Source: an optimization exercise on an open RTL-to-GDS flow (aim: small area, a short achievable clock period and few clock cycles). Production flows keep margins and buffers that such runs may drop. No functional check of the RTL was part of this run.

<file path="flow/run.sh">
#!/bin/bash
# synth_recipe.tcl (not shown) runs the flow's synth.tcl, then flattens the netlist and writes it again
# the make line also repeats each setting of config.mk as NAME=value (left out here)
make -C /OpenROAD-flow-scripts/flow DESIGN_CONFIG=/design/flow/config.mk WORK_HOME=/design/flow/orfs CLKGATE_MAP_FILE= SYNTH_SCRIPT=/design/flow/synth_recipe.tcl finish
</file>
<file path="flow/config.mk">
export PLATFORM = sky130hd
export DESIGN_NAME = aoc_day2
export DESIGN_NICKNAME = aoc_day2
export VERILOG_FILES = /design/flow/design.v
export SDC_FILE = /design/flow/constraint.sdc
export NUM_CORES = 4
export LEC_CHECK = 0
export CAP_MARGIN = 20
export CORE_MARGIN = 2
export CORE_UTILIZATION = 40
export SLEW_MARGIN = 20
</file>
<file path="flow/constraint.sdc">
create_clock -name core_clock -period 5.0 [get_ports {clock}]
set_input_delay 1.0000 -clock core_clock [delete_from_list [all_inputs] [get_ports {clock}]]
set_output_delay 1.0000 -clock core_clock [all_outputs]
set_load 0.01 [all_outputs]
</file>
<file path="flow/design.v">
module aoc_div_step #(
    parameter integer pos = 0
) (
    input  [16:0] rem_in,
    input  [33:0] num,
    input  [16:0] divisor,
    input  [16:0] quo_in,
    output [16:0] rem_out,
    output [16:0] quo_out
);
    wire [17:0] t    = {rem_in, num[pos]};
    wire [18:0] diff = {1'b0, t} - {2'b00, divisor};
    wire        fits = ~diff[18];
    assign rem_out = fits ? diff[16:0] : t[16:0];
    assign quo_out = quo_in | ({16'd0, fits} << pos);
endmodule
module aoc_day2 (
    input         clock,
    input         reset,
    input  [63:0] data_value,
    input         data_valid,
    output        data_ready,
    output        result_valid,
    output [63:0] result_value
);
    localparam [16:0] CUT = 17'b01010101010101010;
    reg ready_q;
    reg phase;           
    always @(posedge clock) begin
        if (reset) begin
            ready_q <= 1'b0;
            phase   <= 1'b0;
        end else begin
            ready_q <= 1'b1;
            if (data_valid && ready_q) phase <= ~phase;
        end
    end
    assign data_ready = ready_q;
    reg        a_v, a_e;
    reg [33:0] a_n;
    always @(posedge clock) begin
        a_v <= ~reset & data_valid & ready_q;
        a_e <= phase;
        a_n <= data_value[33:0];
    end
    wire [9:0] ge;
    assign ge[0] = a_n >= 34'd10;
    assign ge[1] = a_n >= 34'd100;
    assign ge[2] = a_n >= 34'd1000;
    assign ge[3] = a_n >= 34'd10000;
    assign ge[4] = a_n >= 34'd100000;
    assign ge[5] = a_n >= 34'd1000000;
    assign ge[6] = a_n >= 34'd10000000;
    assign ge[7] = a_n >= 34'd100000000;
    assign ge[8] = a_n >= 34'd1000000000;
    assign ge[9] = a_n >= 34'd10000000000;
    reg [3:0] a_d;       
    integer j;
    always @* begin
        a_d = 4'd0;
        for (j = 0; j < 10; j = j + 1)
            if (ge[j]) a_d = j + 1;
    end
    reg        b_v, b_e;
    reg [3:0]  b_d;
    reg [33:0] b_n;
    always @(posedge clock) begin
        b_v <= ~reset & a_v;
        b_e <= a_e;
        b_d <= a_d;
        b_n <= a_n;
    end
    function [16:0] divisor_of;
        input [3:0] d;
        case (d)
            4'd1, 4'd2:  divisor_of = 17'd11;
            4'd3, 4'd4:  divisor_of = 17'd101;
            4'd5, 4'd6:  divisor_of = 17'd1001;
            4'd7, 4'd8:  divisor_of = 17'd10001;
            default:     divisor_of = 17'd100001;
        endcase
    endfunction
    wire        s_v   [0:17];
    wire        s_e   [0:17];
    wire [3:0]  s_d   [0:17];
    wire [33:0] s_n   [0:17];
    wire [16:0] s_rem [0:17];
    wire [16:0] s_quo [0:17];
    assign s_v[0]   = b_v;
    assign s_e[0]   = b_e;
    assign s_d[0]   = b_d;
    assign s_n[0]   = b_n;
    assign s_rem[0] = b_n[33:17];
    assign s_quo[0] = 17'd0;
    genvar s;
    generate
        for (s = 0; s < 17; s = s + 1) begin : div
            wire [16:0] rem_o, quo_o;
            aoc_div_step #(.pos(16 - s)) step (
                .rem_in  (s_rem[s]),
                .num     (s_n[s]),
                .divisor (divisor_of(s_d[s])),
                .quo_in  (s_quo[s]),
                .rem_out (rem_o),
                .quo_out (quo_o)
            );
            if (CUT[s]) begin : cut
                reg        v_q, e_q;
                reg [3:0]  d_q;
                reg [33:0] n_q;
                reg [16:0] rem_q, quo_q;
                always @(posedge clock) begin
                    v_q   <= ~reset & s_v[s];
                    e_q   <= s_e[s];
                    d_q   <= s_d[s];
                    n_q   <= s_n[s];
                    rem_q <= rem_o;
                    quo_q <= quo_o;
                end
                assign s_v[s+1]   = v_q;
                assign s_e[s+1]   = e_q;
                assign s_d[s+1]   = d_q;
                assign s_n[s+1]   = n_q;
                assign s_rem[s+1] = rem_q;
                assign s_quo[s+1] = quo_q;
            end else begin : pass
                assign s_v[s+1]   = s_v[s];
                assign s_e[s+1]   = s_e[s];
                assign s_d[s+1]   = s_d[s];
                assign s_n[s+1]   = s_n[s];
                assign s_rem[s+1] = rem_o;
                assign s_quo[s+1] = quo_o;
            end
        end
    endgenerate
    reg        q_v, q_e, q_z;
    reg [3:0]  q_d;
    reg [16:0] q_x;
    always @(posedge clock) begin
        q_v <= ~reset & s_v[17];
        q_e <= s_e[17];
        q_d <= s_d[17];
        q_x <= s_d[17][0] ? s_quo[17] : 17'd0;    
        q_z <= s_d[17][0] & ~s_e[17] & (s_rem[17] == 17'd0);
    end
    wire [33:0] sq = q_x * q_x;
    wire [33:0] sx = q_z ? sq - {17'd0, q_x} : sq + {17'd0, q_x};
    reg        t_v, t_e;
    reg [3:0]  t_d;
    reg [32:0] t_t;
    always @(posedge clock) begin
        t_v <= ~reset & q_v;
        t_e <= q_e;
        t_d <= q_d;
        t_t <= sx[33:1];
    end
    reg [48:0] mt;
    always @* begin
        case (t_d)
            4'd1:    mt = t_t * 49'd11;
            4'd3:    mt = t_t * 49'd101;
            4'd5:    mt = t_t * 49'd1001;
            4'd7:    mt = t_t * 49'd10001;
            default: mt = t_t * 49'd100001;
        endcase
    end
    reg [63:0] kc;
    always @* begin
        case (t_d)
            4'd2:    kc = 64'd495;
            4'd3:    kc = -64'd4050;
            4'd4:    kc = 64'd495900;
            4'd5:    kc = -64'd4459050;
            4'd6:    kc = 64'd495540450;
            4'd7:    kc = -64'd4499959050;
            4'd8:    kc = 64'd495500035950;
            4'd9:    kc = -64'd4504049959050;
            4'd10:   kc = 64'd495495949990950;
            default: kc = 64'd0;
        endcase
    end
    wire [63:0] g = kc + {15'd0, mt};
    reg        m_v, m_e;
    reg [63:0] m_g;
    always @(posedge clock) begin
        m_v <= ~reset & t_v;
        m_e <= t_e;
        m_g <= t_e ? g : -g;
    end
    reg [63:0] total;
    reg        done;
    always @(posedge clock) begin
        if (reset) begin
            total <= 64'd0;
            done  <= 1'b0;
        end else begin
            if (m_v) total <= total + m_g;
            done <= m_v & m_e;
        end
    end
    assign result_valid = done;
    assign result_value = total;
endmodule
</file>
==> results.txt <==
Finish
In the final layout, the multi-input gates occupy 60700 um2. The register area is 14400 um2. The final net count is 12600.

The area of all placed cells without fillers is 102000 um2. The layout has ~18000 filler cells. Of the cells placed in the final design, the portion with a size suffix greater than 1 is 26.2%. Once layout is complete, the utilization of the core stands at 53.2%. Compared with the post-synthesis result, the final layout area differs by 32.1%. After the flow finishes, the layout carries non-filler instances totaling approximately 13000. The top cell types in the final layout, fill and taps aside, are 1778 x sky130_fd_sc_hd__buf_4, 1381 x sky130_fd_sc_hd__inv_1, 1030 x sky130_fd_sc_hd__ha_1, 672 x sky130_fd_sc_hd__dfxtp_1, 629 x sky130_fd_sc_hd__fa_1.

The library cell used most frequently in the layout, excluding fill and tap cells, is sky130_fd_sc_hd__buf_4.

Clocking
The clock net sink count is between 700 and 800. The number of buffers inserted during clock tree synthesis is 83. Clock latency on the worst-skew pair, taken at its later pin, is 0.75 ns. The clock passes through at most 3 buffers. The count of hold buffers inserted by post-cts repair is 0. The library cell used as clock root buffer is sky130_fd_sc_hd__clkbuf_16. Clock-pin slew was measured on the worst setup and hold paths at around 0.070 ns. TritonCTS built the clock tree.

The CTS H-tree depth is 3.

Timing
The achievable frequency is 116 MHz. The final count of negative-setup-slack endpoints is 123. At the pin with the least slew margin, the transition time is 1.09 ns. The final number of max-transition violations is 0. In this run the tightest slew margin relative to its limit is 27.2%.

The share of the clock period used by the worst path after layout is 172%. Setup repair after global routing could not meet its margin everywhere. The final critical-path required period is 8.59 ns. The final worst setup slack is -3.59 ns. The tightest hold margin is 0.293 ns. The number of hold violations in the final report is 0.

Across the routed clock network, the largest skew measured is 0.0665 ns.

Critical path
The kind of launch point of the worst setup path is a flop. The master of the slowest instance on the critical path is sky130_fd_sc_hd__fa_1. The cell that appears most often on the critical path is sky130_fd_sc_hd__fa_1. The maximum fanout along the worst path is 7. For this run, the slowest stage of the critical path takes slightly above 0.6 ns. The origin of the critical flop-to-flop path is t_t[13]. STA classifies the critical path endpoint as a flop.

Across all register-to-register paths, the minimum setup slack is -3.59 ns. The terminus of the critical flop-to-flop path is m_g[58]. At the worst endpoint, the required time is roughly 5.6 ns. The depth of the most critical reg-to-reg path is 37. Data arrives at the worst endpoint at around 9.2 ns.

The critical path start-end classification is reg -> reg.

Floorplan
The starting density of the core is 40.3%. The die covers between 150000 and 200000 um2. The vertical die dimension is roughly 440 um. The horizontal die dimension is 444 um. The total core area is 193000 um2. The number of standard-cell rows in the floorplan is 161. Pin placement for this block handled 133 I/O pins.

Min path
The worst hold path depth is 0. The startpoint identified for the worst hold timing path is div[3].cut.quo_q[15]. The worst hold path belongs to the class reg -> reg.

The destination of the worst hold path is div[5].cut.quo_q[15].

Global route
The number of global-route vias before repair is 71900. The first-pass GRT wire length is 382 mm. The maximum number of pins on one net before global-route repair is slightly below 70. The overall overflow remaining after global route is 0. The initial antenna violation count came to 4. In the global route stage, overall resource usage came out at approximately a quarter.

Placed design
Prior to clock tree synthesis, the placed netlist has a worst setup slack of -3.99 ns. The total placed instance area is 95900 um2. The detailed placer's ending HPWL is approximately 200 mm.

The total instance count after detailed placement is roughly 13000. The final RePlAce weighted congestion is between 0.9 and 1. The count of input and output buffers is approximately 100.

Logic synthesis
The number of register bits inferred by synthesis is 715. The cell area after synthesis is between 70000 and 80000 um2. In the post-synthesis netlist, the biggest area contributors are sky130_fd_sc_hd__dfxtp_1 18%, sky130_fd_sc_hd__ha_1 18%, sky130_fd_sc_hd__fa_1 17%, sky130_fd_sc_hd__inv_1 7.1%, sky130_fd_sc_hd__a21oi_1 4.0%.

The share of the synthesized area in the top cell type is between 10% and 20%. After synthesis, the share of flip-flops with an asynchronous set or reset is 0%. For this run, the leading register cell type out of synthesis is sky130_fd_sc_hd__dfxtp_1.

The Yosys warning count is 1. Each instance of the synthesized netlist takes up on average around 8.7 um2. The synthesized netlist contains 112 unique library cells. Counting flops with a built-in enable in the synthesized netlist gives 0. In the synthesized netlist, the number of instances is 8919. Summed over all instances, the cell type with the most area after synthesis is sky130_fd_sc_hd__dfxtp_1.

Of the synthesized area, sequential elements account for 18.5%. The post-synthesis net count is 10800.

Run status
The layout checks failed on negative setup slack. The run finished, with violations left.

Routing
In the final routed layout, each cell accounts on average for 18.1 um. The antenna violation net count after detailed routing is 0. The number of optimization iterations in the first detailed-route pass is 6.

After detailed routing, the number of vias per cell comes to 5.16. The count of vias placed by the detailed router is ~69000. The violation count after the first detailed-routing iteration is 3286.

After detailed routing, the number of remaining DRC violations is 0. The total routed wirelength is 242 mm.

Flow run
The count of maximum capacitance violations is 0.
-- cells in the mapped netlist, drive strengths merged, types with 15 or more instances --
cell type and count:
nor2 563, dfxtp 715, nor4 38, clkbuf 157, buf 34, nor2b 101
a22oi 16, a21boi 21, nand2 513, o31a 20, or3 45, o21ai 397
o21bai 79, nand4 57, fa 654, o21a 87, a21o 261, and2 98
xor2 242, o22ai 30, o31ai 60, o211ai 40, a211o 31, a221oi 30
nor3 120, nand3 129, a311oi 15, nand2b 100, a2111oi 21, or2 28
a31o 29, mux2i 95, inv 1460, and3 60, a41oi 25, o41ai 21
xnor2 352, ha 1120, mux2 56, a21oi 622, a211oi 88, a31oi 94
-- worst max path at each step --
stage	endpoint	depth (start not counted)	slack [ns]	start
CTS	m_g[58]	38	-3.57	t_t[6]
global route	m_g[58]	40	-3.97	t_t[4]
floorplan	m_g[50]	34	-3.19	t_t[15]
finish	m_g[58]	37	-3.59	t_t[13]
global placement	m_g[50]	35	-3.99	t_t[9]
detailed placement	m_g[50]	35	-3.99	t_t[9]
-- kinds of logic (layout without fill, tap and decap cells) --
group | count (synthesis) | count (layout) | share of synthesized area [%]
multiplexers | 153 | 153 | 2.10
other | 0 | 1 | 0
AO/OA/AOI/OAI | 2097 | 2097 | 17.6
AND/OR/NAND/NOR | 1932 | 1932 | 12.0
flip-flops | 715 | 715 | 18.5
buffers and inverters | 1654 | 3585 | 8.08
adder cells (fa/ha/maj) | 1774 | 1774 | 35.0
XOR/XNOR | 594 | 594 | 6.72
-- per-stage QoR --
step	TNS, ns
after CTS	-225.61
after global routing	-283.58
after global placement	-249.44
final	-218.90
after detailed placement	-254.96
after floorplan	-161.57
-- state kept, by name, summed over array words and instances (netlist names), 8 cells and up --
register and count:
t_t 33, m_g 64, div.cut.n_q 64, div.cut.rem_q 136
total 64, kc 35, div.cut.e_q 8, div.step.divisor 88
q_x 17, div.cut.d_q 32, div.cut.quo_q 72, a_n 34
b_n 34, div.cut.v_q 8
-- critical path, delay by kind of cell (launching register included) --
| kind | cells | cell delay (ns) |
|---|---|---|
| AOI/OAI and AO/OA | 14 | 2.82 |
| xor gates and xnor gates | 2 | 0.25 |
| adders and majority gates | 7 | 3.02 |
| buffers and inverters | 9 | 1.13 |
| DFF | 1 | 0.36 |
| muxes | 1 | 0.07 |
| and+or+nand+nor | 4 | 0.79 |
-- routing by layer --
layer	vias to the layer above	part of all wire, %	global-route usage [%]	wire length, um
li1	34000	-	-	-
met1	33100	43	29.7	104000
met2	1396	49	43.5	119000
met3	448	3.9	2.62	9310
met4	2	3.9	8.33	9520
met5	-	0.0029	0	7
-- what timing repair did --
| action | in CTS | in global routing |
|---|---|---|
| endpoints found under the setup margin | 168 | 226 |
| pin swaps | 204 | 192 |
| setup buffers | 93 | 41 |
| resized for setup | 337 | 235 |
-- layout make-up --
class | instances | area share, %
Sequential cell | 715 | 14.1
Multi-Input combinational cell | 6550 | 59.3
Timing Repair Buffer | 1970 | 15.3
Antenna cell | 1 | 0.00244
Inverter | 1463 | 5.44
Tap cell | 2526 | 3.09
Clock inverter | 43 | 0.561
Clock buffer | 109 | 2.28

## what the ideal ports hide
Ports are ideal in the flow. The routed layout listed here was re-timed in OpenROAD.
Step 1 assumes that a clkbuf_16 drives the clock port and a buf_2 every other input.
Step 2, shift: input delay + t, output delay - t, t = (earliest + latest rising clock arrival at the registers) / 2. This alone moves slack from input paths to output paths.
Slacks: ideal / step 1 / step 2; pairs: ideal / step 1.
t, ns: 0.802
slack for setup (ns): -3.589 / -3.589 / -3.589
worst setup path at the end: register to register
worst data-port slew with drivers (ns): 0.04
For this run, drivers alone change the setup slack by 0.000 ns; drivers and shift together by 0.000 ns.
